From an optimization exercise on the open Yosys and OpenROAD flow, aimed at small area and a short achievable clock period; shortcuts taken in it are not production practice.
No functional check of the RTL was part of any run shown here.
Power figures rest on the tool's default switching activity, not on a simulated workload.

$ cat flow/config.mk
export PLATFORM = sky130hd
export DESIGN_NAME = systolic_array
export DESIGN_NICKNAME = systolic_array
export VERILOG_FILES = /design/flow/design.v
export SDC_FILE = /design/flow/constraint.sdc
export NUM_CORES = 4
export LEC_CHECK = 0
export CAP_MARGIN = 20
export CORE_MARGIN = 2
export CORE_UTILIZATION = 40
export SETUP_SLACK_MARGIN = 3
export SLEW_MARGIN = 20
export SYNTH_HIERARCHICAL = 1
$ cat flow/constraint.sdc
create_clock -name core_clock -period 9.0 [get_ports {clk}]
set_input_delay 1.8000 -clock core_clock [delete_from_list [all_inputs] [get_ports {clk}]]
set_output_delay 1.8000 -clock core_clock [all_outputs]
set_load 0.01 [all_outputs]
$ cat flow/design.v
module mac (
  input  logic clk, rst,
  input  logic en, clear,
  input  logic [7:0] a,    
  input  logic [7:0] b,    
  output logic [31:0] accumulate
);
  logic [15:0] lo_q, hi_q;
  logic up_q, dn_q;
  wire [15:0] al = lo_q;
  wire pp1 = a[0] & b[0];
  wire pp2 = a[0] & b[1];
  wire pp3 = a[0] & b[2];
  wire pp4 = a[0] & b[3];
  wire pp5 = a[0] & b[4];
  wire pp6 = a[0] & b[5];
  wire pp7 = a[0] & b[6];
  wire pp8 = ~(a[0] & b[7]);
  wire pp9 = a[1] & b[0];
  wire pp10 = a[1] & b[1];
  wire pp11 = a[1] & b[2];
  wire pp12 = a[1] & b[3];
  wire pp13 = a[1] & b[4];
  wire pp14 = a[1] & b[5];
  wire pp15 = a[1] & b[6];
  wire pp16 = ~(a[1] & b[7]);
  wire pp17 = a[2] & b[0];
  wire pp18 = a[2] & b[1];
  wire pp19 = a[2] & b[2];
  wire pp20 = a[2] & b[3];
  wire pp21 = a[2] & b[4];
  wire pp22 = a[2] & b[5];
  wire pp23 = a[2] & b[6];
  wire pp24 = ~(a[2] & b[7]);
  wire pp25 = a[3] & b[0];
  wire pp26 = a[3] & b[1];
  wire pp27 = a[3] & b[2];
  wire pp28 = a[3] & b[3];
  wire pp29 = a[3] & b[4];
  wire pp30 = a[3] & b[5];
  wire pp31 = a[3] & b[6];
  wire pp32 = ~(a[3] & b[7]);
  wire pp33 = a[4] & b[0];
  wire pp34 = a[4] & b[1];
  wire pp35 = a[4] & b[2];
  wire pp36 = a[4] & b[3];
  wire pp37 = a[4] & b[4];
  wire pp38 = a[4] & b[5];
  wire pp39 = a[4] & b[6];
  wire pp40 = ~(a[4] & b[7]);
  wire pp41 = a[5] & b[0];
  wire pp42 = a[5] & b[1];
  wire pp43 = a[5] & b[2];
  wire pp44 = a[5] & b[3];
  wire pp45 = a[5] & b[4];
  wire pp46 = a[5] & b[5];
  wire pp47 = a[5] & b[6];
  wire pp48 = ~(a[5] & b[7]);
  wire pp49 = a[6] & b[0];
  wire pp50 = a[6] & b[1];
  wire pp51 = a[6] & b[2];
  wire pp52 = a[6] & b[3];
  wire pp53 = a[6] & b[4];
  wire pp54 = a[6] & b[5];
  wire pp55 = a[6] & b[6];
  wire pp56 = ~(a[6] & b[7]);
  wire pp57 = ~(a[7] & b[0]);
  wire pp58 = ~(a[7] & b[1]);
  wire pp59 = ~(a[7] & b[2]);
  wire pp60 = ~(a[7] & b[3]);
  wire pp61 = ~(a[7] & b[4]);
  wire pp62 = ~(a[7] & b[5]);
  wire pp63 = ~(a[7] & b[6]);
  wire pp64 = a[7] & b[7];
  wire s65 = al[5] ^ pp6;
  wire c66 = al[5] & pp6;
  wire s67 = al[6] ^ pp7 ^ pp14;
  wire c68 = (al[6] & pp7) | (al[6] & pp14) | (pp7 & pp14);
  wire s69 = pp21 ^ pp28;
  wire c70 = pp21 & pp28;
  wire s71 = al[7] ^ pp8 ^ pp15;
  wire c72 = (al[7] & pp8) | (al[7] & pp15) | (pp8 & pp15);
  wire s73 = pp22 ^ pp29 ^ pp36;
  wire c74 = (pp22 & pp29) | (pp22 & pp36) | (pp29 & pp36);
  wire s75 = pp43 ^ pp50;
  wire c76 = pp43 & pp50;
  wire s77 = 1'b1 ^ al[8] ^ pp16;
  wire c78 = (1'b1 & al[8]) | (1'b1 & pp16) | (al[8] & pp16);
  wire s79 = pp23 ^ pp30 ^ pp37;
  wire c80 = (pp23 & pp30) | (pp23 & pp37) | (pp30 & pp37);
  wire s81 = pp44 ^ pp51 ^ pp58;
  wire c82 = (pp44 & pp51) | (pp44 & pp58) | (pp51 & pp58);
  wire s83 = al[9] ^ pp24 ^ pp31;
  wire c84 = (al[9] & pp24) | (al[9] & pp31) | (pp24 & pp31);
  wire s85 = pp38 ^ pp45 ^ pp52;
  wire c86 = (pp38 & pp45) | (pp38 & pp52) | (pp45 & pp52);
  wire s87 = al[10] ^ pp32 ^ pp39;
  wire c88 = (al[10] & pp32) | (al[10] & pp39) | (pp32 & pp39);
  wire s89 = al[3] ^ pp4;
  wire c90 = al[3] & pp4;
  wire s91 = al[4] ^ pp5 ^ pp12;
  wire c92 = (al[4] & pp5) | (al[4] & pp12) | (pp5 & pp12);
  wire s93 = pp19 ^ pp26;
  wire c94 = pp19 & pp26;
  wire s95 = pp13 ^ pp20 ^ pp27;
  wire c96 = (pp13 & pp20) | (pp13 & pp27) | (pp20 & pp27);
  wire s97 = pp34 ^ pp41 ^ s65;
  wire c98 = (pp34 & pp41) | (pp34 & s65) | (pp41 & s65);
  wire s99 = pp35 ^ pp42 ^ pp49;
  wire c100 = (pp35 & pp42) | (pp35 & pp49) | (pp42 & pp49);
  wire s101 = c66 ^ s69 ^ s67;
  wire c102 = (c66 & s69) | (c66 & s67) | (s69 & s67);
  wire s103 = pp57 ^ c70 ^ s75;
  wire c104 = (pp57 & c70) | (pp57 & s75) | (c70 & s75);
  wire s105 = c68 ^ s71 ^ s73;
  wire c106 = (c68 & s71) | (c68 & s73) | (s71 & s73);
  wire s107 = c76 ^ c72 ^ c74;
  wire c108 = (c76 & c72) | (c76 & c74) | (c72 & c74);
  wire s109 = s77 ^ s79 ^ s81;
  wire c110 = (s77 & s79) | (s77 & s81) | (s79 & s81);
  wire s111 = pp59 ^ c78 ^ c80;
  wire c112 = (pp59 & c78) | (pp59 & c80) | (c78 & c80);
  wire s113 = c82 ^ s83 ^ s85;
  wire c114 = (c82 & s83) | (c82 & s85) | (s83 & s85);
  wire s115 = pp46 ^ pp53 ^ pp60;
  wire c116 = (pp46 & pp53) | (pp46 & pp60) | (pp53 & pp60);
  wire s117 = c84 ^ c86 ^ s87;
  wire c118 = (c84 & c86) | (c84 & s87) | (c86 & s87);
  wire s119 = al[11] ^ pp40 ^ pp47;
  wire c120 = (al[11] & pp40) | (al[11] & pp47) | (pp40 & pp47);
  wire s121 = pp54 ^ pp61 ^ c88;
  wire c122 = (pp54 & pp61) | (pp54 & c88) | (pp61 & c88);
  wire s123 = al[12] ^ pp48 ^ pp55;
  wire c124 = (al[12] & pp48) | (al[12] & pp55) | (pp48 & pp55);
  wire s125 = al[2] ^ pp3;
  wire c126 = al[2] & pp3;
  wire s127 = pp11 ^ pp18 ^ pp25;
  wire c128 = (pp11 & pp18) | (pp11 & pp25) | (pp18 & pp25);
  wire s129 = pp33 ^ c90 ^ s93;
  wire c130 = (pp33 & c90) | (pp33 & s93) | (c90 & s93);
  wire s131 = c94 ^ c92 ^ s95;
  wire c132 = (c94 & c92) | (c94 & s95) | (c92 & s95);
  wire s133 = c96 ^ s99 ^ c98;
  wire c134 = (c96 & s99) | (c96 & c98) | (s99 & c98);
  wire s135 = c100 ^ s103 ^ c102;
  wire c136 = (c100 & s103) | (c100 & c102) | (s103 & c102);
  wire s137 = c104 ^ c106 ^ s107;
  wire c138 = (c104 & c106) | (c104 & s107) | (c106 & s107);
  wire s139 = c108 ^ c110 ^ s111;
  wire c140 = (c108 & c110) | (c108 & s111) | (c110 & s111);
  wire s141 = s115 ^ c112 ^ c114;
  wire c142 = (s115 & c112) | (s115 & c114) | (c112 & c114);
  wire s143 = c116 ^ s119 ^ c118;
  wire c144 = (c116 & s119) | (c116 & c118) | (s119 & c118);
  wire s145 = pp62 ^ c120 ^ s123;
  wire c146 = (pp62 & c120) | (pp62 & s123) | (c120 & s123);
  wire s147 = al[13] ^ pp56 ^ pp63;
  wire c148 = (al[13] & pp56) | (al[13] & pp63) | (pp56 & pp63);
  wire s149 = al[1] ^ pp2;
  wire c150 = al[1] & pp2;
  wire s151 = pp10 ^ pp17 ^ s125;
  wire c152 = (pp10 & pp17) | (pp10 & s125) | (pp17 & s125);
  wire s153 = c126 ^ s89 ^ s127;
  wire c154 = (c126 & s89) | (c126 & s127) | (s89 & s127);
  wire s155 = c128 ^ s91 ^ s129;
  wire c156 = (c128 & s91) | (c128 & s129) | (s91 & s129);
  wire s157 = c130 ^ s97 ^ s131;
  wire c158 = (c130 & s97) | (c130 & s131) | (s97 & s131);
  wire s159 = c132 ^ s101 ^ s133;
  wire c160 = (c132 & s101) | (c132 & s133) | (s101 & s133);
  wire s161 = s105 ^ c134 ^ s135;
  wire c162 = (s105 & c134) | (s105 & s135) | (c134 & s135);
  wire s163 = s109 ^ c136 ^ s137;
  wire c164 = (s109 & c136) | (s109 & s137) | (c136 & s137);
  wire s165 = s113 ^ c138 ^ s139;
  wire c166 = (s113 & c138) | (s113 & s139) | (c138 & s139);
  wire s167 = s117 ^ c140 ^ s141;
  wire c168 = (s117 & c140) | (s117 & s141) | (c140 & s141);
  wire s169 = s121 ^ c142 ^ s143;
  wire c170 = (s121 & c142) | (s121 & s143) | (c142 & s143);
  wire s171 = c122 ^ s145 ^ c144;
  wire c172 = (c122 & s145) | (c122 & c144) | (s145 & c144);
  wire s173 = c124 ^ s147 ^ c146;
  wire c174 = (c124 & s147) | (c124 & c146) | (s147 & c146);
  wire s175 = al[14] ^ pp64 ^ c148;
  wire c176 = (al[14] & pp64) | (al[14] & c148) | (pp64 & c148);
  wire s177 = 1'b1 ^ al[15];
  wire c178 = 1'b1 & al[15];
  wire [15:0] ra = {c176, c174, c172, c170, c168, c166, c164, c162, c160, c158, c156, c154, c152, c150, s149, al[0]};
  wire [15:0] rb = {s177, s175, s173, s171, s169, s167, s165, s163, s161, s159, s157, s155, s153, s151, pp9, pp1};
  wire [15:0] g0 = ra & rb;
  wire [15:0] p0 = ra ^ rb;
  wire G1_1 = g0[1] | (p0[1] & g0[0]);
  wire P1_1 = p0[1] & p0[0];
  wire G1_3 = g0[3] | (p0[3] & g0[2]);
  wire P1_3 = p0[3] & p0[2];
  wire G1_5 = g0[5] | (p0[5] & g0[4]);
  wire P1_5 = p0[5] & p0[4];
  wire G1_7 = g0[7] | (p0[7] & g0[6]);
  wire P1_7 = p0[7] & p0[6];
  wire G1_9 = g0[9] | (p0[9] & g0[8]);
  wire P1_9 = p0[9] & p0[8];
  wire G1_11 = g0[11] | (p0[11] & g0[10]);
  wire P1_11 = p0[11] & p0[10];
  wire G1_13 = g0[13] | (p0[13] & g0[12]);
  wire P1_13 = p0[13] & p0[12];
  wire G1_15 = g0[15] | (p0[15] & g0[14]);
  wire P1_15 = p0[15] & p0[14];
  wire G2_2 = g0[2] | (p0[2] & G1_1);
  wire P2_2 = p0[2] & P1_1;
  wire G2_3 = G1_3 | (P1_3 & G1_1);
  wire P2_3 = P1_3 & P1_1;
  wire G2_6 = g0[6] | (p0[6] & G1_5);
  wire P2_6 = p0[6] & P1_5;
  wire G2_7 = G1_7 | (P1_7 & G1_5);
  wire P2_7 = P1_7 & P1_5;
  wire G2_10 = g0[10] | (p0[10] & G1_9);
  wire P2_10 = p0[10] & P1_9;
  wire G2_11 = G1_11 | (P1_11 & G1_9);
  wire P2_11 = P1_11 & P1_9;
  wire G2_14 = g0[14] | (p0[14] & G1_13);
  wire P2_14 = p0[14] & P1_13;
  wire G2_15 = G1_15 | (P1_15 & G1_13);
  wire P2_15 = P1_15 & P1_13;
  wire G4_4 = g0[4] | (p0[4] & G2_3);
  wire P4_4 = p0[4] & P2_3;
  wire G4_5 = G1_5 | (P1_5 & G2_3);
  wire P4_5 = P1_5 & P2_3;
  wire G4_6 = G2_6 | (P2_6 & G2_3);
  wire P4_6 = P2_6 & P2_3;
  wire G4_7 = G2_7 | (P2_7 & G2_3);
  wire P4_7 = P2_7 & P2_3;
  wire G4_12 = g0[12] | (p0[12] & G2_11);
  wire P4_12 = p0[12] & P2_11;
  wire G4_13 = G1_13 | (P1_13 & G2_11);
  wire P4_13 = P1_13 & P2_11;
  wire G4_14 = G2_14 | (P2_14 & G2_11);
  wire P4_14 = P2_14 & P2_11;
  wire G4_15 = G2_15 | (P2_15 & G2_11);
  wire P4_15 = P2_15 & P2_11;
  wire G8_8 = g0[8] | (p0[8] & G4_7);
  wire P8_8 = p0[8] & P4_7;
  wire G8_9 = G1_9 | (P1_9 & G4_7);
  wire P8_9 = P1_9 & P4_7;
  wire G8_10 = G2_10 | (P2_10 & G4_7);
  wire P8_10 = P2_10 & P4_7;
  wire G8_11 = G2_11 | (P2_11 & G4_7);
  wire P8_11 = P2_11 & P4_7;
  wire G8_12 = G4_12 | (P4_12 & G4_7);
  wire P8_12 = P4_12 & P4_7;
  wire G8_13 = G4_13 | (P4_13 & G4_7);
  wire P8_13 = P4_13 & P4_7;
  wire G8_14 = G4_14 | (P4_14 & G4_7);
  wire P8_14 = P4_14 & P4_7;
  wire G8_15 = G4_15 | (P4_15 & G4_7);
  wire P8_15 = P4_15 & P4_7;
  wire [16:0] lo;
  assign lo[0] = p0[0];
  assign lo[1] = p0[1] ^ g0[0];
  assign lo[2] = p0[2] ^ G1_1;
  assign lo[3] = p0[3] ^ G2_2;
  assign lo[4] = p0[4] ^ G2_3;
  assign lo[5] = p0[5] ^ G4_4;
  assign lo[6] = p0[6] ^ G4_5;
  assign lo[7] = p0[7] ^ G4_6;
  assign lo[8] = p0[8] ^ G4_7;
  assign lo[9] = p0[9] ^ G8_8;
  assign lo[10] = p0[10] ^ G8_9;
  assign lo[11] = p0[11] ^ G8_10;
  assign lo[12] = p0[12] ^ G8_11;
  assign lo[13] = p0[13] ^ G8_12;
  assign lo[14] = p0[14] ^ G8_13;
  assign lo[15] = p0[15] ^ G8_14;
  assign lo[16] = G8_15;
  wire [1:0] cnt = 2'(c178) + 2'(lo[16]);
  logic [15:0] hi;
  always_comb begin
    for (int i = 0; i < 16; i++) begin
      hi[i] = hi_q[i] ^ ((up_q & (&(hi_q | (16'hffff << i)))) |
                         (dn_q & ~(|(hi_q & ~(16'hffff << i)))));
    end
  end
  assign accumulate = {hi, lo_q};
  always_ff @(posedge clk or posedge rst) begin
    if (rst) begin
      lo_q <= '0;
      hi_q <= '0;
      up_q <= 1'b0;
      dn_q <= 1'b0;
    end else begin
      lo_q <= clear ? 16'd0 : en ? lo[15:0] : lo_q;
      hi_q <= clear ? 16'd0 : hi;
      up_q <= ~clear & en & cnt[1];
      dn_q <= ~clear & en & ~cnt[1] & ~cnt[0];
    end
  end
endmodule
module systolic_array #(
  parameter int ROW_DIM = 4
) (
  input logic clk, rst,
  input logic en, clear,
  input logic signed [7:0] row0_in, row1_in, row2_in, row3_in,
  input logic signed [7:0] col0_in, col1_in, col2_in, col3_in,
  output logic signed [31:0] mac00, mac01, mac02, mac03,  
  output logic signed [31:0] mac10, mac11, mac12, mac13,
  output logic signed [31:0] mac20, mac21, mac22, mac23,
  output logic signed [31:0] mac30, mac31, mac32, mac33
);
  logic [7:0] x1 [4], x2 [4], x3 [4];
  logic [3:1] valid;
  logic [7:0] col_in [4];
  assign col_in[0] = col0_in;
  assign col_in[1] = col1_in;
  assign col_in[2] = col2_in;
  assign col_in[3] = col3_in;
  always_ff @(posedge clk or posedge rst) begin
    if (rst) valid <= '0;
    else if (clear) valid <= '0;
    else if (en) valid <= {valid[2:1], 1'b1};
  end
  always_ff @(posedge clk) begin
    if (en) begin
      for (int c = 0; c < 4; c++) begin
        x1[c] <= col_in[c];
        x2[c] <= x1[c];
        x3[c] <= x2[c];
      end
    end
  end
  logic [7:0] b1 [4], b2 [4], b3 [4];
  always_comb begin
    for (int c = 0; c < 4; c++) begin
      b1[c] = x1[c] & {8{valid[1]}};
      b2[c] = x2[c] & {8{valid[2]}};
      b3[c] = x3[c] & {8{valid[3]}};
    end
  end
  mac u00 (.clk, .rst, .en, .clear, .a(row0_in), .b(col0_in), .accumulate(mac00));
  mac u01 (.clk, .rst, .en, .clear, .a(row1_in), .b(b1[0]),   .accumulate(mac01));
  mac u02 (.clk, .rst, .en, .clear, .a(row2_in), .b(b2[0]),   .accumulate(mac02));
  mac u03 (.clk, .rst, .en, .clear, .a(row3_in), .b(b3[0]),   .accumulate(mac03));
  mac u10 (.clk, .rst, .en, .clear, .a(row0_in), .b(col1_in), .accumulate(mac10));
  mac u11 (.clk, .rst, .en, .clear, .a(row1_in), .b(b1[1]),   .accumulate(mac11));
  mac u12 (.clk, .rst, .en, .clear, .a(row2_in), .b(b2[1]),   .accumulate(mac12));
  mac u13 (.clk, .rst, .en, .clear, .a(row3_in), .b(b3[1]),   .accumulate(mac13));
  mac u20 (.clk, .rst, .en, .clear, .a(row0_in), .b(col2_in), .accumulate(mac20));
  mac u21 (.clk, .rst, .en, .clear, .a(row1_in), .b(b1[2]),   .accumulate(mac21));
  mac u22 (.clk, .rst, .en, .clear, .a(row2_in), .b(b2[2]),   .accumulate(mac22));
  mac u23 (.clk, .rst, .en, .clear, .a(row3_in), .b(b3[2]),   .accumulate(mac23));
  mac u30 (.clk, .rst, .en, .clear, .a(row0_in), .b(col3_in), .accumulate(mac30));
  mac u31 (.clk, .rst, .en, .clear, .a(row1_in), .b(b1[3]),   .accumulate(mac31));
  mac u32 (.clk, .rst, .en, .clear, .a(row2_in), .b(b2[3]),   .accumulate(mac32));
  mac u33 (.clk, .rst, .en, .clear, .a(row3_in), .b(b3[3]),   .accumulate(mac33));
endmodule
$ cat flow/run.sh
#!/bin/bash
# synth_recipe.tcl (not shown) runs the flow's synth.tcl, then flattens the netlist and writes it again
# the make line also repeats each setting of config.mk as NAME=value (left out here)
make -C /OpenROAD-flow-scripts/flow DESIGN_CONFIG=/design/flow/config.mk WORK_HOME=/design/flow/orfs CLKGATE_MAP_FILE= SYNTH_SCRIPT=/design/flow/synth_recipe.tcl finish
==> results of run 1 <==
-- metrics by stage --
stage	power [W]	hold slack, ps	setup slack, ps
finish	0.0231	448	3170
global route	0.0252	463	2970
CTS	0.0232	445	2960
detailed placement	0.0195	432	1490
global placement	0.0192	432	1590
floorplan	0.0143	418	3120
-- modules after synthesis, one instance, submodules excluded --
module | flops+latches | times used | cell area [µm²] | cells
systolic_array | 99 | 1 | 3660 | 211
mac | 34 | 16 | 3770 | 393
-- placed cells by master (no fill, tap or decap), types with 32 or more instances in the layout --
master	instances
edfxtp_1	96
nor2_1	356
nand2_1	624
ha_1	384
a31oi_1	32
nand4_1	48
inv_1	927
a21oi_1	176
buf_4	49
nand3_1	80
fa_1	832
mux2i_1	162
a211oi_1	64
and2_1	660
nor2b_1	304
xnor2_1	192
xor2_1	192
nand2b_1	80
clkbuf_16	89
dfrtp_1	545
nor3_1	80
clkdlybuf4s50_1	516
and3_1	48
o21ai_0	137
-- power groups by stage --
stage / combinational [W] / clock, W / sequential [W]
floorplan: 0.00971 / 0 / 0.00459
global placement: 0.0144 / 0 / 0.00480
detailed placement: 0.0146 / 0 / 0.00483
CTS: 0.0148 / 0.00362 / 0.00479
global route: 0.0166 / 0.00373 / 0.00492
finish: 0.0148 / 0.00349 / 0.00479
-- cells in the mapped netlist, types with 48 or more instances --
cell type | n | share of area (%)
a211oi_1 | 80 | 0.94
a21oi_1 | 176 | 1.4
and2_1 | 660 | 6.4
and3_1 | 48 | 0.47
clkbuf_1 | 96 | 0.56
dfrtp_1 | 547 | 21
edfxtp_1 | 96 | 4.5
fa_1 | 832 | 26
ha_1 | 384 | 7.5
inv_1 | 929 | 5.4
mux2i_1 | 162 | 2.5
nand2_1 | 624 | 3.7
nand2b_1 | 80 | 0.78
nand3_1 | 80 | 0.63
nand4_1 | 48 | 0.47
nor2_1 | 356 | 2.1
nor2b_1 | 304 | 3.0
nor3_1 | 80 | 0.63
o21ai_0 | 144 | 1.1
xnor2_1 | 192 | 2.6
xor2_1 | 192 | 2.6
-- worst min path at each step --
stage | endpoint | slack (ps) | cells after the start
floorplan | x2[0][7] | 420 | 0
global placement | x3[0][7] | 430 | 0
detailed placement | x3[0][6] | 430 | 0
CTS | x3[0][6] | 450 | 0
global route | x3[0][6] | 460 | 0
finish | x3[0][6] | 450 | 0
-- cells by family after synthesis --
kind of cell / Yosys count
AND/OR/NAND/NOR: 2452
AO/OA/AOI/OAI: 576
multiplexers: 162
adder cells (fa/ha/maj): 1216
flip-flops: 643
buffers and inverters: 1066
XOR/XNOR: 384
-- repair_timing --
item	4_1_cts	5_1_grt
resized for setup	107	91
gates cloned	0	4
endpoints found under the hold margin	0	0
setup endpoints to repair	108	48
-- layout make-up --
cell class	count	area share, %
antenna	3	0.00995
clock buffer	119	3.16
clock inverter	40	0.572
inverter	929	4.62
multi-input combinational	4790	57.6
sequential	643	22.0
tap	2072	3.44
timing repair buffer	648	8.60
-- metal layers --
layer	global-route usage [%]	share of wire [%]
met3	4.78	6.1
met1	29.3	43
met2	37.0	48
met5	0	0.052
met4	6.22	2.9
==> flow_summary.yaml, run 1 <==
outcome:
  status: "timing/DRC/antenna clean"
sta:
  fin_crit_sh_pct: 64.8
  finalHoldViolCount: 0
  fin_skew_ps: 20.6
  slew_headroom_pct: 38.9
  timing.fmax_mhz: 172
  totalNegativeSetupSlack_ps: 0
  slew_violations: 0
  min_period_ps: 5830
  worst_slew_pin_slew_ps: 916
  setup_viol: 0
  rsz0062_at_grt: "false"
clocking:
  cts_buffers: 85
  cts_max_level: 3
  cts_buffer_depth: 3
  clock-sinks: 643
  cts_setup_buffers: 0
  clk_pin_slew_ps: 60
  clk_latency_ps: 690
  root_buffer: "clkbuf_16"
  cts_tree: "done"
  hold_buffers: 0
global_routing:
  grt_max_degree: 148
  grt_usage_pct: 22.2
  grt_overflow: 0
  antenna_found_initial: 20
  grt_pass1_vias: 50061
  grt_pass1_wl_um: 285000
layout:
  num-fill-cells: 14954
  fin_nets: 8381
  multi_input_area_mm2: 0.0435
  layout.cells.non_filler: 9244
  fin_area_mm2: 0.0754
  top_regs: "x1: 32 flops, x2: 32 flops, x3: 32 flops"
  drive_above_1_share_pct: 5.51
  layout.area.seq_mm2: 0.0166
  fin_util_pct: 47.5
  area_growth_pct: 17.8
power:
  peakVddDrop_mv: 0.259
  pwr-share-seq_pct: 20.8
  clock_power_share_pct: 15.1
  comb_power_share_pct: 64.1
  power_density_mw_per_mm2: 306
  power.switching_w: 0.0100
  switching_share_pct: 43.4
  intPower_w: 0.0130
  p_leak_nw: 36.0
yosys:
  syn_inst: 6499
  synth-edff-count: 96
  yosys.area_share.xor_xnor_pct: 5.25
  synth_cell_type_count: 45
  yosysWarnings: 22
  synth_seq_area_share_pct: 25.9
  synth_compound_area_share_pct: 5.60
  synth_fp_nets: 7783
  synthAdderAreaFrac_pct: 33.5
  synthMuxAreaShare_pct: 2.53
  ys_seq_elements: 643
  synth_flop_cell: "dfrtp_1"
  synthArstFlopShare_pct: 85.1
  yosys.area_share.simple_pct: 20.9
  synth_top_family_by_area: "adder cells"
  syn_area_per_cell_um2: 9.85
  syn_area_mm2: 0.0640
route:
  vias: 46952
  drc: 0
  firstDrtPassIters: 7
  postRouteAntennaNets: 0
  wl_per_cell_um: 19.3
  drt_wl_total_um: 178000
  vias_per_cell: 5.08
  drtIter0Drc: 2446
setup_path:
  start_kind: "input pin"
  ff2ff_path_depth: 16
  cp.arrival_ps: 6400
  crit_required_ps: 9570
  cp.depth: 15
  critPathMaxFanout: 16
  critPathKind: "in -> reg"
  crit_top_cell: "fa_1"
  endpoint: "u01.lo_q[15]"
  worst-path-buf-inv: 2
  critical_path.top_delay_family: "adder cells"
  critPathCaptureType: "flop"
  rrSetupSlack_ps: 3520
  critPathMaxStageDelay_ps: 620
  regToRegEndpoint: "u22.dn_q"
  crit_start: "row1_in[7]"
  r2r-start: "valid[2]"
  path_cells: "clkdlybuf4s15_2 -> buf_6 -> nand2_1 -> fa_1 -> fa_1 -> fa_1 -> fa_1 -> ha_1 -> nand2_1 -> o21ai_0 -> o31ai_1 -> a21bo_2 -> a211oi_4 -> or4b_2 -> o311ai_0"
  crit_path_top_delay_cell: "or4b_2"
floorplanning:
  die_w_um: 404
  die_h_um: 404
  dieArea_mm2: 0.163
  io_pins: 580
  rows: 146
  core-area_mm2: 0.159
  start_util_pct: 40.3
placement:
  postPlaceCellArea_mm2: 0.0724
  dp_hpwl_um: 137000
  io_buffer_count: 579
  dp_cells: 9078
  gp_congestion: 0.870
worst_hold_path:
  hp-class: "reg -> reg"
  worstHoldStart: "x2[0][6]"
run:
  max_cap_viol_count: 0
==> run 2, diff against run 1 <==
--- a/flow/design.v
+++ b/flow/design.v
@@ -2,3 +2,3 @@
   input  logic clk, rst,
-  input  logic en, clear,
+  input  logic clear,
   input  logic [7:0] a,    
@@ -7,5 +7,3 @@
 );
-  logic [15:0] lo_q, hi_q;
-  logic up_q, dn_q;
-  wire [15:0] al = lo_q;
+  wire [15:0] al = accumulate[15:0] & {16{~clear}};
   wire pp1 = a[0] & b[0];
@@ -275,22 +273,17 @@
   wire [1:0] cnt = 2'(c178) + 2'(lo[16]);
-  logic [15:0] hi;
-  always_comb begin
-    for (int i = 0; i < 16; i++) begin
-      hi[i] = hi_q[i] ^ ((up_q & (&(hi_q | (16'hffff << i)))) |
-                         (dn_q & ~(|(hi_q & ~(16'hffff << i)))));
-    end
+  wire up = cnt[1];
+  wire dn = ~cnt[1] & ~cnt[0];
+  wire [15:0] hi = accumulate[31:16];
+  wire [15:0] ones, zeros;
+  assign ones[0] = 1'b1;
+  assign zeros[0] = 1'b1;
+  genvar i;
+  for (i = 1; i < 16; i++) begin : g_chain
+    assign ones[i] = ones[i-1] & hi[i-1];
+    assign zeros[i] = zeros[i-1] & ~hi[i-1];
   end
-  assign accumulate = {hi, lo_q};
+  wire [15:0] nhi = (hi ^ (({16{up}} & ones) | ({16{dn}} & zeros))) & {16{~clear}};
   always_ff @(posedge clk or posedge rst) begin
-    if (rst) begin
-      lo_q <= '0;
-      hi_q <= '0;
-      up_q <= 1'b0;
-      dn_q <= 1'b0;
-    end else begin
-      lo_q <= clear ? 16'd0 : en ? lo[15:0] : lo_q;
-      hi_q <= clear ? 16'd0 : hi;
-      up_q <= ~clear & en & cnt[1];
-      dn_q <= ~clear & en & ~cnt[1] & ~cnt[0];
-    end
+    if (rst) accumulate <= '0;
+    else accumulate <= {nhi, lo[15:0]};
   end
@@ -330,26 +323,25 @@
   end
-  logic [7:0] b1 [4], b2 [4], b3 [4];
-  always_comb begin
-    for (int c = 0; c < 4; c++) begin
-      b1[c] = x1[c] & {8{valid[1]}};
-      b2[c] = x2[c] & {8{valid[2]}};
-      b3[c] = x3[c] & {8{valid[3]}};
-    end
-  end
-  mac u00 (.clk, .rst, .en, .clear, .a(row0_in), .b(col0_in), .accumulate(mac00));
-  mac u01 (.clk, .rst, .en, .clear, .a(row1_in), .b(b1[0]),   .accumulate(mac01));
-  mac u02 (.clk, .rst, .en, .clear, .a(row2_in), .b(b2[0]),   .accumulate(mac02));
-  mac u03 (.clk, .rst, .en, .clear, .a(row3_in), .b(b3[0]),   .accumulate(mac03));
-  mac u10 (.clk, .rst, .en, .clear, .a(row0_in), .b(col1_in), .accumulate(mac10));
-  mac u11 (.clk, .rst, .en, .clear, .a(row1_in), .b(b1[1]),   .accumulate(mac11));
-  mac u12 (.clk, .rst, .en, .clear, .a(row2_in), .b(b2[1]),   .accumulate(mac12));
-  mac u13 (.clk, .rst, .en, .clear, .a(row3_in), .b(b3[1]),   .accumulate(mac13));
-  mac u20 (.clk, .rst, .en, .clear, .a(row0_in), .b(col2_in), .accumulate(mac20));
-  mac u21 (.clk, .rst, .en, .clear, .a(row1_in), .b(b1[2]),   .accumulate(mac21));
-  mac u22 (.clk, .rst, .en, .clear, .a(row2_in), .b(b2[2]),   .accumulate(mac22));
-  mac u23 (.clk, .rst, .en, .clear, .a(row3_in), .b(b3[2]),   .accumulate(mac23));
-  mac u30 (.clk, .rst, .en, .clear, .a(row0_in), .b(col3_in), .accumulate(mac30));
-  mac u31 (.clk, .rst, .en, .clear, .a(row1_in), .b(b1[3]),   .accumulate(mac31));
-  mac u32 (.clk, .rst, .en, .clear, .a(row2_in), .b(b2[3]),   .accumulate(mac32));
-  mac u33 (.clk, .rst, .en, .clear, .a(row3_in), .b(b3[3]),   .accumulate(mac33));
+  logic step;
+  assign step = en & ~clear;
+  logic signed [7:0] r0, r1, r2, r3;
+  assign r0 = row0_in & {8{step}};
+  assign r1 = row1_in & {8{step & valid[1]}};
+  assign r2 = row2_in & {8{step & valid[2]}};
+  assign r3 = row3_in & {8{step & valid[3]}};
+  mac u00 (.clk, .rst, .clear, .a(r0), .b(col0_in), .accumulate(mac00));
+  mac u01 (.clk, .rst, .clear, .a(r1), .b(x1[0]),   .accumulate(mac01));
+  mac u02 (.clk, .rst, .clear, .a(r2), .b(x2[0]),   .accumulate(mac02));
+  mac u03 (.clk, .rst, .clear, .a(r3), .b(x3[0]),   .accumulate(mac03));
+  mac u10 (.clk, .rst, .clear, .a(r0), .b(col1_in), .accumulate(mac10));
+  mac u11 (.clk, .rst, .clear, .a(r1), .b(x1[1]),   .accumulate(mac11));
+  mac u12 (.clk, .rst, .clear, .a(r2), .b(x2[1]),   .accumulate(mac12));
+  mac u13 (.clk, .rst, .clear, .a(r3), .b(x3[1]),   .accumulate(mac13));
+  mac u20 (.clk, .rst, .clear, .a(r0), .b(col2_in), .accumulate(mac20));
+  mac u21 (.clk, .rst, .clear, .a(r1), .b(x1[2]),   .accumulate(mac21));
+  mac u22 (.clk, .rst, .clear, .a(r2), .b(x2[2]),   .accumulate(mac22));
+  mac u23 (.clk, .rst, .clear, .a(r3), .b(x3[2]),   .accumulate(mac23));
+  mac u30 (.clk, .rst, .clear, .a(r0), .b(col3_in), .accumulate(mac30));
+  mac u31 (.clk, .rst, .clear, .a(r1), .b(x1[3]),   .accumulate(mac31));
+  mac u32 (.clk, .rst, .clear, .a(r2), .b(x2[3]),   .accumulate(mac32));
+  mac u33 (.clk, .rst, .clear, .a(r3), .b(x3[3]),   .accumulate(mac33));
 endmodule
--- a/flow/config.mk
+++ b/flow/config.mk
@@ -10,4 +10,3 @@
 export CORE_UTILIZATION = 40
-export SETUP_SLACK_MARGIN = 3
+export SETUP_SLACK_MARGIN = 4
 export SLEW_MARGIN = 20
-export SYNTH_HIERARCHICAL = 1
==> run 2 against run 1 <==
Clock-buffer cell count decreased by 11. Register-to-register slack got worse by 1000 ps. Fmax decreased by 21%. Clock skew increased by 3.0 ps. Worst hold slack improved by 95 ps. First-iteration DRC count increased by 4.5%. Utilization increased by 9.4 points. Highest routed layer is now met4.
==> flow_summary.yaml, run 2 <==
outcome:
  status: "timing/DRC/antenna clean"
route:
  postRouteAntennaNets: 0
  drtIter0Drc: 2556
  firstDrtPassIters: 6
  drc: 0
  vias: 48475
  wl_per_cell_um: 22.1
  drt_wl_total_um: 205000
  vias_per_cell: 5.23
setup_path:
  critPathMaxStageDelay_ps: 570
  start_kind: "input pin"
  crit_top_cell: "buf_6"
  crit_path_top_delay_cell: "fa_1"
  rrSetupSlack_ps: 2510
  critPathMaxFanout: 8
  crit_start: "clear"
  critPathCaptureType: "flop"
  crit_required_ps: 9530
  cp.arrival_ps: 7910
  critPathKind: "in -> reg"
  r2r-start: "valid[3]"
yosys:
  synth_top_family_by_area: "adder cells"
  synth.area.top_cells: "fa_1 (28%), dfrtp_1 (21%), ha_1 (8.5%)"
  syn_area_mm2: 0.0605
  synthMuxAreaShare_pct: 0.831
  yosys.area_share.xor_xnor_pct: 5.76
  syn_inst: 6033
  ys_seq_elements: 611
  synth_flop_cell: "dfrtp_1"
  synth_compound_area_share_pct: 5.16
  synth.most_common_cell: "fa_1"
  synth_common_cells: "fa_1 (832), inv_1 (755), nand2_1 (537)"
  synth_seq_area_share_pct: 26.1
  synthArstFlopShare_pct: 84.3
  synth_cell_type_count: 65
  synth-edff-count: 96
  synth_top_area_share_pct: 27.5
  yosysWarnings: 10
  synthAdderAreaFrac_pct: 36.0
  syn_area_per_cell_um2: 10.0
  synth_fp_nets: 7345
  yosys.area.top_type: "fa_1"
  yosys.area_share.simple_pct: 20.1
clocking:
  clk_pin_slew_ps: 60
  cts_tree: "done"
  cts_buffers: 82
  root_buffer: "clkbuf_16"
  clock-sinks: 611
  clk_latency_ps: 690
  cts_max_level: 3
  cts_buffer_depth: 3
floorplanning:
  dieArea_mm2: 0.154
  die_w_um: 393
  rows: 142
  die_h_um: 393
  core-area_mm2: 0.150
  io_pins: 580
  start_util_pct: 40.3
power:
  intPower_w: 0.0144
  pwr-share-seq_pct: 20.4
  p_leak_nw: 38.3
  clock_power_share_pct: 14.7
  peakVddDrop_mv: 0.296
  switching_share_pct: 41.6
  power.switching_w: 0.0103
  power_density_mw_per_mm2: 290
  comb_power_share_pct: 64.9
sta:
  min_period_ps: 7380
  slew_violations: 0
  finalHoldViolCount: 0
  fin_crit_sh_pct: 82.0
  rsz0062_at_grt: "true"
  whs_ps: 543
  totalNegativeSetupSlack_ps: 0
  setup_viol: 0
  fin_skew_ps: 23.6
  worst_slew_pin_slew_ps: 872
  slew_headroom_pct: 41.8
  timing.fmax_mhz: 136
global_routing:
  grt_pass1_wl_um: 303000
  antenna_found_initial: 3
  grt_pass1_vias: 50875
  grt_max_degree: 143
  grt_usage_pct: 25.6
  grt_overflow: 0
worst_hold_path:
  worstHoldStart: "u20.accumulate[31]"
  hp-class: "reg -> reg"
layout:
  fin_nets: 8494
  final_cell_mix: "fa_1 (690), inv_1 (665), clkdlybuf4s50_1 (562), dfrtp_1 (515), nand2_1 (460)"
  mostFrequentLayoutCell: "fa_1"
  drive_above_1_share_pct: 28.2
  area_growth_pct: 41.0
placement:
  gp_congestion: 0.890
  io_buffer_count: 579
  dp_hpwl_um: 136000
run:
  max_cap_viol_count: 0
[run 2: changes by cell type in the layout (fill, tap and decap cells not counted), moves of 142 or more]
cell     change
fa_2       +142
nand2_1    -164
fa_1       -142
and2_1     -243
buf_6      +229
buf_4      +311
inv_1      -262
[run 2: kinds of logic after synthesis]
| logic type | after synthesis |
|---|---|
| mux | 50 |
| simple gates | 2276 |
| buf+inv | 962 |
| flops | 611 |
| compound gates | 492 |
| fa+ha+maj | 1244 |
| xor+xnor | 398 |
[run 2: stage by stage]
| stage | instances | setup WS, ps | utilization [%] | area (µm²) | total power (W) |
|---|---|---|---|---|---|
| 2_1_floorplan | 6033 | 206 | - | 62000 | 0.0120 |
| 3_3_place_gp | 8500 | 372 | 46.5 | 69800 | 0.0159 |
| 3_5_place_dp | 8500 | 159 | 46.5 | 69800 | 0.0160 |
| 4_1_cts | 9029 | 1760 | 53.5 | 80200 | 0.0225 |
| 5_1_grt | 9269 | 1500 | 56.9 | 85300 | 0.0264 |
| 6_report | 9271 | 1620 | 56.9 | 85300 | 0.0247 |
[run 2: area by class of cell]
class                           instances  area, µm²
Inverter                              755       2840
Clock inverter                         46        653
Tap cell                             2016       2520
Antenna cell                            3       7.51
Sequential cell                       611      15800
Clock buffer                          108       2320
Timing Repair Buffer                 1259      13100
Multi-Input combinational cell       4473      48100
Fill cell                           12565      64700
[run 2: worst paths after layout]
path                                           end  depth (start not counted)
worst max register to register   u23.accumulate[9]                         29
worst min-delay path            u20.accumulate[31]                          2
worst min register to register  u20.accumulate[31]                          2
min in group asynchronous        u10.accumulate[4]                          2
max in group asynchronous       u31.accumulate[12]                          4
worst max-delay path            u30.accumulate[30]                         29
[run 2: timing repair]
action	in CTS	in global routing
buffers inserted	340	232
setup endpoints to repair	407	399
hold buffers	0	0
resized for setup	942	714
gates cloned	35	7
pin swaps	318	556
[run 2: power by group through the flow]
stage / sequential, W / clock [W] / combinational [W]
after floorplan: 0.00486 / 0 / 0.00714
after global placement: 0.00492 / 0 / 0.0109
after detailed placement: 0.00492 / 0 / 0.0110
after CTS: 0.00495 / 0.00374 / 0.0138
after global routing: 0.00516 / 0.00384 / 0.0174
final: 0.00504 / 0.00364 / 0.0161
[run 2: per-layer routing]
layer | routed length [µm] | track usage, % | vias up
met5 | 0 | 0 | -
li1 | - | - | 21661
met3 | 14500 | 6.08 | 468
met4 | 10800 | 10.5 | 0
met1 | 80600 | 32.1 | 24926
met2 | 98700 | 42.5 | 1420
[run 2: critical path, delay by kind of cell]
family	cells	cell delay, ps
adders and majority gates	6	2390
AOI/OAI and AO/OA	4	680
buffers and inverters	9	1070
and+or+nand+nor	10	1950
==> run 3, diff against run 2 <==
--- a/flow/config.mk
+++ b/flow/config.mk
@@ -10,3 +10,3 @@
 export CORE_UTILIZATION = 40
-export SETUP_SLACK_MARGIN = 4
+export SETUP_SLACK_MARGIN = 3
 export SLEW_MARGIN = 20
==> run 3 against run 2 <==
Still clean on timing, DRC and antenna. Via count decreased by 2.0%. Clock skew increased by 3.1 ps. First-iteration DRC count decreased by 2.6%. Synthesized cell count unchanged. Worst hold slack got worse by 4.6 ps. Critical path depth decreased by 3. Routed wire length decreased by 3.4%. Critical path type unchanged. Highest routed layer unchanged.
==> flow_summary.yaml, run 3 <==
outcome:
  status: "timing/DRC/antenna clean"
sta:
  rsz0062_at_grt: "true"
  worst_slew_pin_slew_ps: 844
  fin_skew_ps: 26.7
  setup_viol: 0
  timing.fmax_mhz: 136
  slew_headroom_pct: 43.8
  min_period_ps: 7350
  fin_crit_sh_pct: 81.6
  totalNegativeSetupSlack_ps: 0
  slew_violations: 0
  finalHoldViolCount: 0
yosys:
  ys_seq_elements: 611
  synth_flop_cell: "dfrtp_1"
  synth_common_cells: "fa_1 (832), inv_1 (755), nand2_1 (537)"
  synth.most_common_cell: "fa_1"
  yosysWarnings: 10
  synth.area.top_cells: "fa_1 (28%), dfrtp_1 (21%), ha_1 (8.5%)"
  synth_seq_area_share_pct: 26.1
  synth-edff-count: 96
  synth_fp_nets: 7345
  syn_inst: 6033
  syn_area_mm2: 0.0605
  synth_top_area_share_pct: 27.5
  synth_cell_type_count: 65
  yosys.area.top_type: "fa_1"
  syn_area_per_cell_um2: 10.0
  synthArstFlopShare_pct: 84.3
floorplanning:
  io_pins: 580
  rows: 142
  core-area_mm2: 0.150
  die_h_um: 393
  start_util_pct: 40.3
  die_w_um: 393
  dieArea_mm2: 0.154
route:
  firstDrtPassIters: 5
  drc: 0
  drtIter0Drc: 2490
  drt_wl_total_um: 198000
  route.met3.wl_um: 14000
  vias: 47524
  dr_wl_met2_um: 95800
  wl_per_cell_um: 21.6
  postRouteAntennaNets: 0
  met1_length_um: 78900
  maxUsedRoutingLayer: "met4"
  vias_per_cell: 5.19
setup_path:
  start_kind: "input pin"
  critPathCaptureType: "flop"
  crit_required_ps: 9520
  regToRegEndpoint: "u13.accumulate[31]"
  critPathKind: "in -> reg"
  critical_path.top_delay_family: "adder cells"
  r2r-start: "valid[3]"
  worst-path-buf-inv: 6
  ff2ff_path_depth: 22
  critPathMaxStageDelay_ps: 570
  cp.arrival_ps: 7870
  crit_path_top_delay_cell: "fa_1"
  critPathMaxFanout: 6
  rrSetupSlack_ps: 2510
layout:
  layout.cells.non_filler: 9162
  area_growth_pct: 36.0
  num-fill-cells: 12920
  mostFrequentLayoutCell: "fa_1"
  fin_nets: 8385
  drive_above_1_share_pct: 23.0
  final_cell_mix: "fa_1 (721), inv_1 (688), clkdlybuf4s50_1 (563), dfrtp_1 (515), nand2_1 (477)"
placement:
  dp_hpwl_um: 136000
  io_buffer_count: 579
  gp_congestion: 0.890
  dp_cells: 8500
global_routing:
  grt_usage_pct: 25.3
  grt_overflow: 0
  grt_pass1_vias: 50262
  grt_pass1_wl_um: 299000
  antenna_found_initial: 4
  grt_max_degree: 143
worst_hold_path:
  whs_path_depth: 2
  min_to: "u20.accumulate[31]"
  hp-class: "reg -> reg"
  worstHoldStart: "u20.accumulate[31]"
clocking:
  root_buffer: "clkbuf_16"
  clk_latency_ps: 700
  cts_max_level: 3
  clk_pin_slew_ps: 60
  cts_buffer_depth: 3
  cts_tree: "done"
  clock-sinks: 611
  cts_buffers: 82
power:
  peakVddDrop_mv: 0.249
  p_leak_nw: 37.4
  power_density_mw_per_mm2: 282
run:
  max_cap_viol_count: 0
## run 3: cell type report
cell class	instances	area, µm²	area share [%]
clock inverters	46	653	0.794
clock buffers	108	2320	2.82
inverters	755	2840	3.45
diodes	3	7.51	0.00912
flip-flops and latches	611	15800	19.2
multi-input cells	4474	46300	56.3
well taps	2016	2520	3.07
repair buffers	1149	11900	14.4
## run 3: per-stage QoR
stage          utilization, %  hold WS [ps]  cell area [µm²]  worst slack (ps)  total power [W]
2_1_floorplan               -           532            62000               206           0.0120
3_3_place_gp             46.5           521            69800               372           0.0159
3_5_place_dp             46.5           527            69800               159           0.0160
4_1_cts                  52.7           542            79100              1760           0.0219
5_1_grt                  54.9           572            82300              1510           0.0249
6_report                 54.9           538            82300              1650           0.0232
## run 3: repair_timing
| action | 4_1_cts | 5_1_grt |
|---|---|---|
| pin swaps | 237 | 376 |
| gates cloned | 33 | 7 |
| setup endpoints to repair | 283 | 269 |
| setup buffers | 308 | 157 |
| hold buffers | 0 | 0 |
| resized for setup | 761 | 406 |
## run 3: worst min-delay path, stage by stage, from the launching register on
cell and delay, ps:
dfrtp_1 350, xor2_1 70, nor2_1 70
## run 3: metal layers
layer | vias to the layer above | global-route usage, %
li1 | 21426 | -
met1 | 24428 | 31.9
met2 | 1283 | 41.8
met3 | 387 | 5.98
met4 | 0 | 9.95
met5 | - | 0
## run 3: worst max path at each step
stage	start	end	slack, ps	cells after the start
final	clear	u13.accumulate[31]	1650	26
after floorplan	rst	u00.accumulate[0]	210	1
after global routing	clear	u01.accumulate[29]	1510	31
after global placement	en	u20.accumulate[30]	370	24
after detailed placement	en	u30.accumulate[30]	160	23
after CTS	en	u20.accumulate[30]	1760	28
## run 3: kinds of logic (layout without fill, tap and decap cells)
family	Yosys count	after routing	synth area share, %
XOR/XNOR	398	398	5.76
AO/OA/AOI/OAI	492	492	5.16
other	0	3	0
flip-flops	611	611	26.1
multiplexers	50	50	0.831
adder cells (fa/ha/maj)	1244	1244	36.0
AND/OR/NAND/NOR	2276	2290	20.1
buffers and inverters	962	2058	6.01
## run 3: power breakdown
| part | total [W] | switching, W | internal (W) |
|---|---|---|---|
| Clock | 0.00364 | 0.00145 | 0.00218 |
| Combinational | 0.0145 | 0.00689 | 0.00764 |
| Sequential | 0.00502 | 0.00128 | 0.00374 |
==> run 4, diff against run 3 <==
--- a/flow/design.v
+++ b/flow/design.v
@@ -7,3 +7,5 @@
 );
-  wire [15:0] al = accumulate[15:0] & {16{~clear}};
+  logic [15:0] lo_q, hi_q;
+  logic up_q, dn_q;
+  wire [15:0] al = lo_q & {16{~clear}};
   wire pp1 = a[0] & b[0];
@@ -273,17 +275,22 @@
   wire [1:0] cnt = 2'(c178) + 2'(lo[16]);
-  wire up = cnt[1];
-  wire dn = ~cnt[1] & ~cnt[0];
-  wire [15:0] hi = accumulate[31:16];
-  wire [15:0] ones, zeros;
-  assign ones[0] = 1'b1;
-  assign zeros[0] = 1'b1;
-  genvar i;
-  for (i = 1; i < 16; i++) begin : g_chain
-    assign ones[i] = ones[i-1] & hi[i-1];
-    assign zeros[i] = zeros[i-1] & ~hi[i-1];
+  logic [15:0] hi;
+  always_comb begin
+    for (int i = 0; i < 16; i++) begin
+      hi[i] = hi_q[i] ^ ((up_q & (&(hi_q | (16'hffff << i)))) |
+                         (dn_q & ~(|(hi_q & ~(16'hffff << i)))));
+    end
   end
-  wire [15:0] nhi = (hi ^ (({16{up}} & ones) | ({16{dn}} & zeros))) & {16{~clear}};
+  assign accumulate = {hi, lo_q};
   always_ff @(posedge clk or posedge rst) begin
-    if (rst) accumulate <= '0;
-    else accumulate <= {nhi, lo[15:0]};
+    if (rst) begin
+      lo_q <= '0;
+      hi_q <= '0;
+      up_q <= 1'b0;
+      dn_q <= 1'b0;
+    end else begin
+      lo_q <= lo[15:0];
+      hi_q <= hi & {16{~clear}};
+      up_q <= cnt[1];
+      dn_q <= ~cnt[1] & ~cnt[0];
+    end
   end
--- a/flow/config.mk
+++ b/flow/config.mk
@@ -12 +12,2 @@
 export SLEW_MARGIN = 20
+export SYNTH_HIERARCHICAL = 1
==> run 4 against run 3 <==
Still clean on timing, DRC and antenna. Final area is 9.0% lower. Final cell count is 2.6% lower. Sequential share of layout area is 3.0 points higher. Non-clock buffer count is 488 lower. Synthesized cell count is 1.3% higher. Critical endpoint is now u33.lo_q[14]. Largest cell class unchanged.
==> flow_summary.yaml, run 4 <==
outcome:
  status: "timing/DRC/antenna clean"
yosys:
  ys_seq_elements: 643
  synthMuxAreaShare_pct: 0.797
  syn_area_per_cell_um2: 10.3
  synth_compound_area_share_pct: 6.02
  yosysWarnings: 16
  synth-edff-count: 96
  synth_cell_type_count: 48
  syn_inst: 6110
  synthAdderAreaFrac_pct: 33.8
  synth_fp_nets: 7378
  synth.most_common_cell: "and2_1"
  synth_common_cells: "and2_1 (920), fa_1 (832), inv_1 (801)"
  synthArstFlopShare_pct: 85.1
  synth_top_family_by_area: "adder cells"
  syn_area_mm2: 0.0628
  synth.area.top_cells: "fa_1 (27%), dfrtp_1 (22%), and2_1 (9.2%)"
  yosys.area_share.xor_xnor_pct: 5.99
  synth_flop_cell: "dfrtp_1"
  yosys.area.top_type: "fa_1"
  synth_seq_area_share_pct: 26.4
  yosys.area_share.simple_pct: 21.0
  synth_top_area_share_pct: 26.5
floorplanning:
  dieArea_mm2: 0.160
  rows: 145
  start_util_pct: 40.3
  core-area_mm2: 0.156
  die_h_um: 400
  io_pins: 580
  die_w_um: 400
setup_path:
  start_kind: "input pin"
  critPathMaxFanout: 8
  cp.arrival_ps: 6480
  critPathCaptureType: "flop"
  critPathKind: "in -> reg"
  crit_required_ps: 9560
sta:
  setup_ws_ps: 3090
  setup_viol: 0
  slew_violations: 0
  fin_crit_sh_pct: 65.7
  totalNegativeSetupSlack_ps: 0
  fin_skew_ps: 38.9
  min_period_ps: 5910
  slew_headroom_pct: 42.8
  rsz0062_at_grt: "true"
  worst_slew_pin_slew_ps: 858
  timing.fmax_mhz: 169
  finalHoldViolCount: 0
route:
  drc: 0
  vias_per_cell: 5.22
  postRouteAntennaNets: 0
  drt_wl_total_um: 190000
  vias: 46593
  wl_per_cell_um: 21.3
  drtIter0Drc: 2513
  firstDrtPassIters: 5
clocking:
  clock-sinks: 643
  clk_latency_ps: 720
  cts_buffer_depth: 3
  root_buffer: "clkbuf_16"
  cts_max_level: 3
  cts_buffers: 85
  clk_pin_slew_ps: 60
  cts_tree: "done"
  hold_buffers: 0
global_routing:
  grt_usage_pct: 22.4
  grt_overflow: 0
  antenna_found_initial: 16
  grt_pass1_wl_um: 283000
  grt_pass1_vias: 49039
  grt_max_degree: 100
layout:
  num-fill-cells: 14506
  fin_nets: 8057
  drive_above_1_share_pct: 6.28
  mostFrequentLayoutCell: "and2_1"
  area_growth_pct: 19.3
  top_regs: "x1: 32 flops, x2: 32 flops, x3: 32 flops"
  final_cell_mix: "and2_1 (912), fa_1 (832), inv_1 (785), nand2_1 (576), clkdlybuf4s50_1 (570)"
power:
  peakVddDrop_mv: 0.255
  finalPower_w: 0.0210
  p_leak_nw: 34.6
  power_density_mw_per_mm2: 280
run:
  max_cap_viol_count: 0
placement:
  pre_cts_ws_ps: 1620
  dp_hpwl_um: 132000
  io_buffer_count: 579
  gp_congestion: 0.884
worst_hold_path:
  hp-class: "reg -> reg"
-- run 4: cell types whose count changed after synthesis, sizes merged, moves of 44 or more --
cell	change
nor2	-227
clkbuf	-96
ha	-44
xnor2	+98
inv	+46
and3	-164
and2	+429
xor2	-80
a22oi	+47
nand2b	-86
-- run 4: final timing paths --
path | slack (ps) | cells past startpoint | from | end
max | 3090 | 15 | row3_in[3] | u33.lo_q[14]
min | 570 | 2 | u23.lo_q[15] | u23.up_q
max reg2reg | 3850 | 14 | valid[1] | u21.lo_q[14]
min reg2reg | 570 | 2 | u23.lo_q[15] | u23.up_q
max in group asynchronous | 6460 | 4 | rst | u01.hi_q[4]
min in group asynchronous | 1210 | 2 | rst | u12.lo_q[2]
-- run 4: metal layers --
| layer | track usage, % | up-vias | wire (µm) |
|---|---|---|---|
| li1 | - | 21204 | - |
| met1 | 28.8 | 23887 | 79500 |
| met2 | 37.7 | 1208 | 91900 |
| met3 | 5.30 | 278 | 12800 |
| met4 | 6.01 | 16 | 5740 |
| met5 | 0 | - | 87 |
-- run 4: cell type report --
cell class,count,area [µm²],area share [%]
diodes,4,10.0,0.0134
clock buffers,117,2400,3.20
clock inverters,39,569,0.760
inverters,801,3060,4.09
multi-input cells,4582,43100,57.5
flip-flops and latches,643,16600,22.1
well taps,2058,2570,3.44
repair buffers,661,6590,8.80
repair inverters,15,75.1,0.100
-- run 4: metrics by stage --
stage	hold slack [ps]	instances	util, %	area [µm²]
6_report	571	8920	48.0	74900
5_1_grt	601	8917	48.0	74900
4_1_cts	577	8820	47.4	74000
3_5_place_dp	569	8641	45.3	70700
3_3_place_gp	566	8641	45.3	70700
2_1_floorplan	533	6110	-	62900
-- run 4: where the power goes --
| group | internal (W) | switching (W) | total [W] |
|---|---|---|---|
| sequential | 0.00390 | 0.00101 | 0.00491 |
| clock | 0.00219 | 0.00147 | 0.00366 |
| combinational | 0.00624 | 0.00618 | 0.0124 |
| total | 0.0123 | 0.00866 | 0.0210 |
-- run 4: critical path: stages --
cell             delay [ps]
clkdlybuf4s50_1         610
and3_2                  410
and2_1                  190
fa_1                    500
inv_1                    70
fa_1                    360
inv_1                    80
fa_1                    430
fa_1                    510
ha_1                    360
nand4_1                 150
nor2_1                   60
a211o_1                 340
and4_1                  210
or3_1                   380
-- run 4: modules after synthesis (local to each module, per instance) --
module / cell area [µm²] / cells
mac: 3720 / 373
systolic_array: 3250 / 142
-- run 4: cells by family after synthesis --
kind of cell	Yosys count
flops	643
xor+xnor	416
simple gates	2325
mux	50
fa+ha+maj	1200
buf+inv	932
compound gates	544
-- run 4: what timing repair did --
action                     in CTS  in global routing
pin swaps                       0                 28
cloned                         12                 52
setup buffers                  11                 44
gates resized for setup        42                 34
setup endpoints to repair     160                 53
==> run 5, diff against run 4 <==
--- a/flow/config.mk
+++ b/flow/config.mk
@@ -12,2 +12 @@
 export SLEW_MARGIN = 20
-export SYNTH_HIERARCHICAL = 1
==> run 5 against run 4 <==
Still clean. Combinational power rose by 9%. Critical path depth rose by 1. Area after synthesis rose by 0.26%. Largest cell class unchanged. Largest power group unchanged.
==> flow_summary.yaml, run 5 <==
outcome:
  status: "timing/DRC/antenna clean"
setup_path:
  crit_required_ps: 9590
  worst-path-buf-inv: 3
  crit_top_cell: "fa_1"
  ff2ff_path_depth: 15
  critPathCaptureType: "flop"
  cp.arrival_ps: 6510
  critical_path.top_delay_family: "adder cells"
  critPathMaxFanout: 20
  path_cells: "buf_4 -> nor2b_4 -> buf_12 -> and3_2 -> buf_6 -> and2_1 -> fa_1 -> fa_2 -> fa_1 -> fa_1 -> ha_4 -> a21o_1 -> a21oi_1 -> o21ai_1 -> or2_2 -> o311ai_0"
  critPathKind: "in -> reg"
  r2r-start: "valid[1]"
  crit_path_top_delay_cell: "fa_1"
  critPathMaxStageDelay_ps: 540
  rrSetupSlack_ps: 3820
  regToRegEndpoint: "u31.dn_q"
  crit_start: "en"
  start_kind: "input pin"
layout:
  drive_above_1_share_pct: 7.64
  fin_nets: 8118
  top_regs: "x1: 32 flops, x2: 32 flops, x3: 32 flops"
  num-fill-cells: 14424
  area_growth_pct: 19.9
  mostFrequentLayoutCell: "fa_1"
  final_cell_mix: "fa_1 (797), inv_1 (767), clkdlybuf4s50_1 (575), dfrtp_1 (547), nand2_1 (530)"
floorplanning:
  rows: 145
  dieArea_mm2: 0.161
  die_w_um: 401
  core-area_mm2: 0.156
  start_util_pct: 40.3
  io_pins: 580
  die_h_um: 401
clocking:
  cts_tree: "done"
  cts_max_level: 3
  root_buffer: "clkbuf_16"
  clk_latency_ps: 720
  clk_pin_slew_ps: 50
  cts_buffer_depth: 3
  cts_buffers: 88
  clock-sinks: 643
global_routing:
  grt_overflow: 0
  grt_pass1_wl_um: 300000
  grt_usage_pct: 24.2
  antenna_found_initial: 11
  grt_pass1_vias: 48919
  grt_max_degree: 151
yosys:
  synth_fp_nets: 7609
  syn_area_per_cell_um2: 9.93
  syn_area_mm2: 0.0630
  syn_inst: 6341
  synth.area.top_cells: "fa_1 (26%), dfrtp_1 (22%), ha_1 (7.3%)"
  synth_cell_type_count: 65
  ys_seq_elements: 643
  synth.most_common_cell: "fa_1"
  yosys.area.top_type: "fa_1"
  synth_common_cells: "fa_1 (832), inv_1 (779), dfrtp_1 (547)"
  synth_top_area_share_pct: 26.4
  synth_flop_cell: "dfrtp_1"
  synth-edff-count: 96
  yosysWarnings: 10
  synth_seq_area_share_pct: 26.3
  synthArstFlopShare_pct: 85.1
route:
  drc: 0
  drt_wl_total_um: 195000
  wl_per_cell_um: 21.7
  vias: 47225
  firstDrtPassIters: 6
  drtIter0Drc: 3038
  postRouteAntennaNets: 0
  vias_per_cell: 5.26
power:
  power_density_mw_per_mm2: 297
  p_leak_nw: 35.0
  peakVddDrop_mv: 0.182
  pwr-share-seq_pct: 23.8
  power.switching_w: 0.00972
  comb_power_share_pct: 60.3
  switching_share_pct: 43.3
  clock_power_share_pct: 15.9
  intPower_w: 0.0127
sta:
  finalHoldViolCount: 0
  slew_headroom_pct: 33.8
  min_period_ps: 5920
  fin_skew_ps: 49.4
  fin_crit_sh_pct: 65.8
  rsz0062_at_grt: "true"
  totalNegativeSetupSlack_ps: 0
  slew_violations: 0
  setup_ws_ps: 3080
  setup_viol: 0
  worst_slew_pin_slew_ps: 992
  timing.fmax_mhz: 169
run:
  max_cap_viol_count: 0
placement:
  dp_hpwl_um: 147000
  io_buffer_count: 579
  pre_cts_ws_ps: 1280
  gp_congestion: 0.891
worst_hold_path:
  hp-class: "reg -> reg"
  worstHoldStart: "u21.lo_q[15]"
  min_to: "u21.up_q"
  whs_path_depth: 2
run 5: how the worst max path moves through the flow:
stage,endpoint,slack (ps),cells after the start
after floorplan,u00.dn_q,-240,1
after global placement,u33.lo_q[14],1380,16
after detailed placement,u20.lo_q[14],1280,15
after CTS,u12.dn_q,2940,17
after global routing,u02.lo_q[14],2930,16
final,u23.lo_q[14],3080,16
run 5: tightest hold or removal path: stages (launching register included):
cell and delay (ps):
dfrtp_1 370, nand2b_1 110, a21oi_1 60
run 5: power by group through the flow:
stage | Clock [W] | Sequential (W) | Combinational (W)
global placement | 0 | 0.00534 | 0.0132
global route | 0.00377 | 0.00548 | 0.0148
detailed placement | 0 | 0.00536 | 0.0134
CTS | 0.00367 | 0.00533 | 0.0135
floorplan | 0 | 0.00484 | 0.00824
finish | 0.00356 | 0.00533 | 0.0135
run 5: timing repair:
item | CTS | global route
gates cloned | 5 | 8
pin swaps | 3 | 14
buffers inserted | 10 | 23
hold buffers | 0 | 0
gates resized for setup | 39 | 59
endpoints found under the setup margin | 166 | 101
run 5: through the flow:
step / area, µm² / utilization [%] / hold WS [ps] / total power [W] / std cells
2_1_floorplan: 64300 / - / 530 / 0.0131 / 6341
3_3_place_gp: 71800 / 46.0 / 546 / 0.0186 / 8772
3_5_place_dp: 71800 / 46.0 / 550 / 0.0187 / 8772
4_1_cts: 75000 / 48.0 / 528 / 0.0225 / 8948
5_1_grt: 75500 / 48.3 / 576 / 0.0241 / 8980
6_report: 75500 / 48.3 / 544 / 0.0224 / 8983
run 5: cell families (layout without fill, tap and decap cells):
kind of cell	Yosys count	count (layout)	synth area share [%]
multiplexers	74	74	1.27
AO/OA/AOI/OAI	611	611	6.41
buffers and inverters	1036	1604	6.18
AND/OR/NAND/NOR	2418	2430	21.1
other	0	4	0
XOR/XNOR	359	359	4.99
flip-flops	643	643	26.3
adder cells (fa/ha/maj)	1200	1200	33.8
run 5: metal layers:
layer | up-vias | part of all wire [%] | global-route usage [%] | wire length [µm]
met5 | - | 0.026 | 0 | 51
met4 | 8 | 3.3 | 7.34 | 6400
met1 | 24052 | 44 | 33.0 | 85500
met3 | 256 | 6.4 | 4.49 | 12500
li1 | 21530 | - | - | -
met2 | 1379 | 46 | 39.1 | 90200
run 5: cell type report:
class | count | area [µm²] | share of cell area [%]
Tap cell | 2058 | 2570 | 3.41
Sequential cell | 643 | 16600 | 21.9
Inverter | 779 | 2930 | 3.88
Antenna cell | 4 | 10.0 | 0.0133
Multi-Input combinational cell | 4674 | 43800 | 58.0
Clock buffer | 129 | 2550 | 3.37
Clock inverter | 32 | 390 | 0.517
Timing Repair Buffer | 664 | 6700 | 8.87
==> run 6, diff against run 5 <==
--- a/flow/design.v
+++ b/flow/design.v
@@ -9,3 +9,3 @@
   logic up_q, dn_q;
-  wire [15:0] al = lo_q & {16{~clear}};
+  wire [15:0] al = lo_q;
   wire pp1 = a[0] & b[0];
@@ -290,3 +290,3 @@
     end else begin
-      lo_q <= lo[15:0];
+      lo_q <= lo[15:0] & {16{~clear}};
       hi_q <= hi & {16{~clear}};
--- a/flow/config.mk
+++ b/flow/config.mk
@@ -12 +12,2 @@
 export SLEW_MARGIN = 20
+export SYNTH_HIERARCHICAL = 1
==> run 6 against run 5 <==
Still clean. Area after synthesis shrank 2.8%. Clock skew is 4.1 ps lower. Non-clock buffer count is 42 higher. Worst hold slack got worse by 43 ps. Largest power group unchanged. Highest routed layer unchanged.
==> flow_summary.yaml, run 6 <==
outcome:
  status: "timing/DRC/antenna clean"
clocking:
  cts_buffer_depth: 3
  cts_tree: "done"
  clk_latency_ps: 720
  hold_buffers: 0
  cts_buffers: 84
  root_buffer: "clkbuf_16"
  cts_max_level: 3
route:
  vias_per_cell: 5.13
  postRouteAntennaNets: 0
  vias: 45762
  drt_wl_total_um: 185000
floorplanning:
  start_util_pct: 40.3
  dieArea_mm2: 0.156
  core-area_mm2: 0.152
  die_h_um: 395
  rows: 143
  die_w_um: 395
yosys:
  ys_seq_elements: 643
  synthArstFlopShare_pct: 85.1
  syn_area_per_cell_um2: 10.0
  syn_area_mm2: 0.0612
  synth_cell_type_count: 43
  synth.area.top_cells: "fa_1 (27%), dfrtp_1 (22%), ha_1 (7.5%)"
  synth_top_area_share_pct: 27.2
  syn_inst: 6094
  synth_fp_nets: 7362
  synth-edff-count: 96
  yosysWarnings: 16
  synth.most_common_cell: "inv_1"
  synth_common_cells: "inv_1 (865), fa_1 (832), nand2_1 (624)"
setup_path:
  critPathMaxStageDelay_ps: 500
  critical_path.top_delay_family: "adder cells"
  regToRegEndpoint: "u01.lo_q[15]"
  rrSetupSlack_ps: 3620
  critPathMaxFanout: 16
  crit_required_ps: 9580
  start_kind: "input pin"
  worst-path-buf-inv: 6
  r2r-start: "valid[1]"
  critPathCaptureType: "flop"
  ff2ff_path_depth: 14
worst_hold_path:
  worstHoldStart: "u00.lo_q[15]"
  min_to: "u00.dn_q"
  whs_path_depth: 1
layout:
  multi_input_area_mm2: 0.0422
  final_cell_mix: "inv_1 (861), fa_1 (802), nand2_1 (592), and2_1 (575), clkdlybuf4s50_1 (560)"
  layout.cells.non_filler: 8922
  area_growth_pct: 22.0
  drive_above_1_share_pct: 8.59
  top_regs: "x1: 32 flops, x2: 32 flops, x3: 32 flops"
  fin_util_pct: 49.2
sta:
  setup_viol: 0
  totalNegativeSetupSlack_ps: 0
  timing.fmax_mhz: 165
  worst_slew_pin_slew_ps: 1050
  slew_headroom_pct: 30.1
  fin_skew_ps: 45.2
  min_period_ps: 6040
  setup_ws_ps: 2960
  slew_violations: 0
  fin_crit_sh_pct: 67.1
power:
  p_leak_nw: 35.4
  finalPower_w: 0.0227
placement:
  pre_cts_ws_ps: 1430
  io_buffer_count: 579
  dp_cells: 8611
global_routing:
  grt_max_degree: 170
  grt_pass1_wl_um: 276000
  antenna_found_initial: 14
  grt_pass1_vias: 47635
-- run 6: changes by cell type in the layout (fill, tap and decap cells not counted), moves of 46 or more --
cell / before / now
and3_1: 186 / 16
nand2b_1: 149 / 48
nand2_1: 530 / 592
xnor2_1: 240 / 160
xor2_1: 119 / 192
inv_1: 767 / 861
buf_4: 58 / 106
and2_1: 460 / 575
nor2b_1: 411 / 352
o22ai_1: 18 / 64
nor2_1: 244 / 196
-- run 6: cells by family after synthesis --
kind of cell	Yosys count	synth area share, %
AND/OR/NAND/NOR	2293	20.3
XOR/XNOR	352	5.04
AO/OA/AOI/OAI	576	5.89
flip-flops	643	27.1
multiplexers	50	0.850
adder cells (fa/ha/maj)	1200	34.7
buffers and inverters	980	6.14
-- run 6: per-stage QoR --
stage	instance area (µm²)	hold WS, ps
floorplan	62000	466
global placement	70000	488
detailed placement	70000	493
CTS	73300	504
global route	74700	530
finish	74700	500
-- run 6: area by class of cell --
| cell class | instances | share of cell area [%] |
|---|---|---|
| Multi-Input combinational cell | 4518 | 56.6 |
| Sequential cell | 643 | 22.2 |
| Timing Repair Buffer | 706 | 9.51 |
| Inverter | 865 | 4.35 |
| Tap cell | 2030 | 3.40 |
| Clock buffer | 116 | 3.25 |
| Clock inverter | 41 | 0.707 |
| Antenna cell | 3 | 0.0101 |
-- run 6: layer usage --
metal  up-vias  wire length (µm)  global-route usage, %
li1      20960                 -                      -
met1     23335             75000                   28.8
met4        18              5570                   6.02
met2      1155             91400                   38.5
met3       294             13100                   5.82
met5         -               107                      0
-- run 6: Yosys stat by module, one instance, submodules excluded --
module / cells inside / area, µm² / flops+latches
mac: 372 / 3620 / 34
systolic_array: 142 / 3250 / 99
-- run 6: power by group --
group	internal, W	switching, W	total, W
Sequential	0.00379	0.00106	0.00485
Combinational	0.00718	0.00705	0.0142
Clock	0.00218	0.00147	0.00366
-- run 6: worst max-delay path by stage --
stage               depth (start not counted)            to  slack (ps)   from
CTS                                        17  u30.lo_q[15]        2970     en
global route                               18  u01.lo_q[15]        2830     en
floorplan                                  17  u01.lo_q[15]        2960     en
finish                                     18  u01.lo_q[15]        2960     en
detailed placement                         15  u33.lo_q[15]        1430  clear
global placement                           15  u23.lo_q[15]        1570  clear
-- run 6: timing repair --
action / in CTS / in global routing
gates resized for setup: 8 / 64
pin swaps: 18 / 40
buffers inserted: 18 / 81
hold endpoints to repair: 0 / 0
gates cloned: 18 / 34
endpoints found under the setup margin: 160 / 59

## port drivers added, routing unchanged
In the flow no input, the clock included, has a driving cell. The finished layouts below were timed again as built, in two steps.
Step 1 assumes that a clkbuf_16 drives the clock port and a buf_2 every other input.
Step 2 also shifts input and output timing later by t, the mid clock arrival at the registers, as if the neighbouring blocks saw the same clock.
a / b / c = ideal / step 1 / step 2; a / b = the first two.
run	t (ns)	slack for setup (ns)
run 1	0.759	3.171 / 3.209 / 2.450
run 2	0.760	1.623 / 1.639 / 0.879
run 3	0.756	1.654 / 1.670 / 0.914
run 4	0.776	3.087 / 2.962 / 2.187
run 5	0.778	3.079 / 3.008 / 2.230
run 6	0.772	2.957 / 2.853 / 2.081
After both steps setup and hold are still met in every run listed.
